What follows belongs to an exercise in optimizing a design on an open flow for small area; a production flow would make more cautious choices.
Function was checked by simulation only, so behaviour that the tests miss may differ from the original.

wip/nickel:
==> flow/design.v <==
module clkgen
    ( input wire reset, sysclk,
      output reg clk_div);
    localparam [23:0] UNG  = 24'h955292;
    localparam [23:0] TERM = 24'h004010;    
    reg  [23:0] q;
    wire term = (q == TERM);
    wire clr  = ~reset | term;
    wire [23:0] d;
    assign d[0] = ~(clr | (q[23] ^ q[18]));
    genvar i;
    generate
        for (i = 1; i < 24; i = i + 1) begin : stage
            if (UNG[i]) begin : copy
                assign d[i] = q[i-1];
            end else begin : inv
                assign d[i] = ~(clr | q[i-1]);
            end
        end
    endgenerate
    always @(posedge sysclk) begin
        q       <= d;
        clk_div <= reset & (clk_div ^ term);
    end
endmodule
module uart2
    (   input  clk,
        input  reset,
        input  rx_pin,
        output tx_pin);
    reg [3:0] ri;
    reg [6:0] rt;
    reg [8:0] sr;     
    reg [7:0] rx_data;
    wire r_idle = ~ri[3] & ~ri[2] &  ri[1];
    wire r_tail = ~ri[3] & ~ri[2] & ~ri[1];
    wire r_end  = ~ri[3] & ~ri[2] &  ri[0];
    wire r_w9   =  ri[3] &  ri[2] &  ri[1] & ri[0];
    wire rtick  = rt[0] & ~rt[1] & ~rt[3] & rt[4] & ~rt[5];
    always @(posedge clk) begin
        if (r_idle)
            rt <= 7'b0101000;             
        else if (rtick)
            rt <= 7'b0001000;             
        else
            rt <= {~rt[5:0], rt[6] ^ rt[3]};
        if (rtick & ~r_w9)
            sr <= {rx_pin, sr[8:1]};
        else if (rtick)
            sr[0] <= sr[0] | ~rx_pin;
        if (!reset)
            ri <= 4'd2;
        else if (r_idle) begin
            if (!rx_pin)
                ri <= 4'd6;
        end else if (rtick | r_tail)
            ri <= ri + 4'd1;
        if (reset & r_end & ~sr[0])
            rx_data <= sr[8:1];
    end
    reg [3:0] ti;
    reg [6:0] tt;
    reg carry;
    wire t_idle =  ti[3] & ~ti[1] &  ti[0];
    wire t_stop =  ti[3] & ~ti[1] & ~ti[0];
    wire t_p0   =  ti[3] &  ti[1] &  ti[0];
    wire ttick  = tt[0] & ~tt[1] & tt[2] & tt[4] & tt[6];
    wire t_atA  = ~tt[1] & ~tt[3] & ~tt[4] & ~tt[5] & ~tt[6];
    wire dbit   = rx_data[ti[2:0]];
    always @(posedge clk) begin
        if (t_idle)
            tt <= 7'b0000100;             
        else if (ttick)
            tt <= 7'b1010100;             
        else
            tt <= {~tt[5:0], ~(tt[6] ^ tt[5])};
        if (!reset)
            ti <= 4'd9;
        else if (t_idle) begin
            if (r_end)
                ti <= 4'd14;
        end else if (ttick | (t_stop & t_atA))
            ti <= ti + 4'd1;
        if (t_p0)
            carry <= 1'b1;
        else if (~ti[3] & ttick)
            carry <= carry & dbit;
    end
    assign tx_pin = ti[3] ? ~(ti[1] & ti[0]) : (dbit ^ carry);
endmodule
module top( input clk,
            input reset,
            input rx_in,
            output blinker,
            output tx_pin);
    clkgen u3(.reset(reset), .sysclk(clk), .clk_div(blinker));
    uart2 u_uart(.clk(clk), .reset(reset), .rx_pin(rx_in), .tx_pin(tx_pin));
endmodule
clock: 20.0 ns
lec_check: 0
cap_margin: 20
core_margin: 2
core_utilization: 40
slew_margin: 20
standard.sh (not shown) runs the stock make flow with config.mk's settings and CLKGATE_MAP_FILE= SYNTH_SCRIPT=/design/flow/synth_recipe.tcl, a recipe that flattens the netlist after the stock synthesis.
==> flow/flow/run.sh <==
#!/bin/bash
# Layout flow: the standard flow (standard.sh) with three changes that
# only cut cell area:
#  - after the standard synthesis, combinational cells are swapped for the
#    smallest drive strength of the same cell (downsize.tcl); registers keep
#    their cells,
#  - clock tree synthesis builds the tree from clkbuf_4 only and inserts no
#    dummy load cells,
#  - the port buffers are buf_1.
# Each tool's output goes to a log file of its own in the work folder.
set -euo pipefail
here=$(pwd)
export CTS_ARGS="-sink_clustering_enable -repair_clock_nets -dont_use_dummy_load -buf_list sky130_fd_sc_hd__clkbuf_4"
export BUFFER_PORTS_ARGS="-buffer_cell sky130_fd_sc_hd__buf_1"
bash standard.sh synth > "$here/flow_synth.log" 2>&1
DS_ODB="$here/orfs/results/${FLOW_PLATFORM:-sky130hd}/top/base/1_synth.odb" \
  openroad -no_init -exit "$here/flow/downsize.tcl" > "$here/flow_downsize.log" 2>&1
bash standard.sh finish > "$here/flow_layout.log" 2>&1
==> flow/flow/downsize.tcl <==
# Swap every combinational cell for the smallest cell of the same family
# (same function and pins, other drive strength). Registers and latches keep
# their cells; don't-use families (lpflow, probe) are never chosen.
set odb $::env(DS_ODB)
read_db $odb
set db [ord::get_db]
set fam [dict create]
foreach lib [$db getLibs] {
  foreach m [$lib getMasters] {
    set n [$m getName]
    if {[$m getType] ne "CORE"} continue
    if {[string match *lpflow* $n] || [string match *probe* $n]} continue
    if {![regexp {^(.*)_([0-9]+)$} $n -> base drv]} continue
    set a [expr {[$m getWidth] * [$m getHeight]}]
    if {![dict exists $fam $base] || $a < [lindex [dict get $fam $base] 1]} {
      dict set fam $base [list $m $a]
    }
  }
}
set n 0
foreach inst [[[$db getChip] getBlock] getInsts] {
  set m [$inst getMaster]
  set mn [$m getName]
  if {[string match *df* $mn] || [string match *dl* $mn]} continue
  if {![regexp {^(.*)_([0-9]+)$} $mn -> base drv]} continue
  if {![dict exists $fam $base]} continue
  lassign [dict get $fam $base] best a
  if {$a < [$m getWidth] * [$m getHeight]} {
    puts "downsize [$inst getName] $mn -> [$best getName]"
    $inst swapMaster $best
    incr n
  }
}
puts "downsized $n cells"
write_db $odb
Inputs modified between wip/nickel and wip/willow:
==> flow/design.v <==
module clkgen
    ( input wire reset, sysclk,
      output reg clk_div);
    localparam [23:0] UNG  = 24'h955292;
    localparam [23:0] TERM = 24'h004010;    
    reg  [23:0] q;
    wire term = (q == TERM);
    wire clr  = ~reset | term;
    wire [23:0] d;
    assign d[0] = ~(clr | (q[23] ^ q[18]));
    genvar i;
    generate
        for (i = 1; i < 24; i = i + 1) begin : stage
            if (UNG[i]) begin : copy
                assign d[i] = q[i-1];
            end else begin : inv
                assign d[i] = ~(clr | q[i-1]);
            end
        end
    endgenerate
    always @(posedge sysclk) begin
        q       <= d;
        clk_div <= reset & (clk_div ^ term);
    end
endmodule
module uart2
    (   input  clk,
        input  reset,
        input  rx_pin,
        output tx_pin);
    reg ra, re;
    reg [6:0] rt;
    reg [10:0] sr;
    reg [7:0] rx_data;
    wire r_idle = ~ra & ~re;
    wire r_done = sr[0];
    wire rtick  = rt[1] & ~rt[2] & ~rt[4] & rt[5] & ~rt[6];
    wire r_trig = sr[1] & ~sr[0] & ~rt[0] & ~rt[1] & rt[2] & rt[3] & ~rt[5] & ~rt[6];
    always @(posedge clk) begin
        if (r_idle)
            rt <= 7'b1010000;             
        else if (rtick)
            rt <= 7'b0010000;             
        else
            rt <= {~rt[5:0], ~(rt[6] ^ rt[3])};
        if (r_idle)
            sr <= 11'b10000000000;
        else if (rtick)
            sr <= {rx_pin, sr[10:1]};
        ra <= reset & (r_idle ? ~rx_pin : (ra & ~r_done));
        re <= reset & ra & r_done;
        if (reset & re & ~sr[1] & sr[10])
            rx_data <= sr[9:2];
    end
    reg [3:0] ti;
    reg [6:0] tt;
    reg carry;
    wire t_idle =  ti[3] & ~ti[1] &  ti[0];
    wire t_last =  ti[3] & ~ti[1] & ~ti[0];
    wire t_p0   =  ti[3] &  ti[1] &  ti[0];
    wire ttick  = tt[0] & ~tt[1] & tt[2] & ~tt[3] & tt[4];
    wire dbit   = rx_data[ti[2:0]];
    always @(posedge clk) begin
        if (t_idle | ttick)
            tt <= 7'b0000000;
        else
            tt <= {~tt[5:0], ~(tt[6] ^ tt[0])};
        if (!reset)
            ti <= 4'd9;
        else if (t_idle) begin
            if (r_trig)
                ti <= 4'd14;
        end else if (ttick | t_last)
            ti <= ti + 4'd1;
        if (t_p0)
            carry <= 1'b1;
        else if (~ti[3] & ttick)
            carry <= carry & dbit;
    end
    assign tx_pin = ti[3] ? ~(ti[1] & ti[0]) : (dbit ^ carry);
endmodule
module top( input clk,
            input reset,
            input rx_in,
            output blinker,
            output tx_pin);
    clkgen u3(.reset(reset), .sysclk(clk), .clk_div(blinker));
    uart2 u_uart(.clk(clk), .reset(reset), .rx_pin(rx_in), .tx_pin(tx_pin));
endmodule
--- outcome ---
wip/willow: all stages complete, timing, DRC and antenna checks passed
wip/willow vs. wip/nickel: synthesized cell count saw a decrease; multi-input gate share of the layout cell area increased 1.9 points; area added between synthesis and finish up 0.41 points; met3 usage in global routing ~0 delta.
Max global routing met2 resource utilization across wip/nickel and wip/willow: wip/nickel
Summary: placed wire-length estimate, wip/willow better than wip/nickel
Compare wip/nickel and wip/willow | minimum period implied by the final worst setup slack higher: wip/nickel
Worst slew margin relative to its limit for wip/willow is higher than for wip/nickel.
Sum of met3 wire segment lengths after detailed routing for wip/willow is lower than for wip/nickel.
Mean routed wirelength per cell is lower on wip/willow

[afterwards: timing with drivers on the ports]
The flow's constraints put no driver on any port. The routed layouts listed below were extracted and timed again, unchanged, in two steps.
Step 1 sets driving cells, clkbuf_16 on the clock port and buf_2 on the other inputs (assumed; they add their load-dependent delay and slew).
Step 2, shift: input delay + t, output delay - t, t = (earliest + latest rising clock arrival at the registers) / 2. This alone moves slack from input paths to output paths.
Three values: ideal, step 1, step 2; two values: the first two.
run | shift t [ns] | slack for setup (ns) | worst setup path after step 2 | worst slew at a driven data input, ns
wip/nickel | 0.417 | 13.707 / 13.682 / 14.100 | register to output | 0.03
wip/willow | 0.400 | 13.743 / 13.717 / 14.117 | register to output | 0.03
After both steps setup and hold are still met in every run listed.
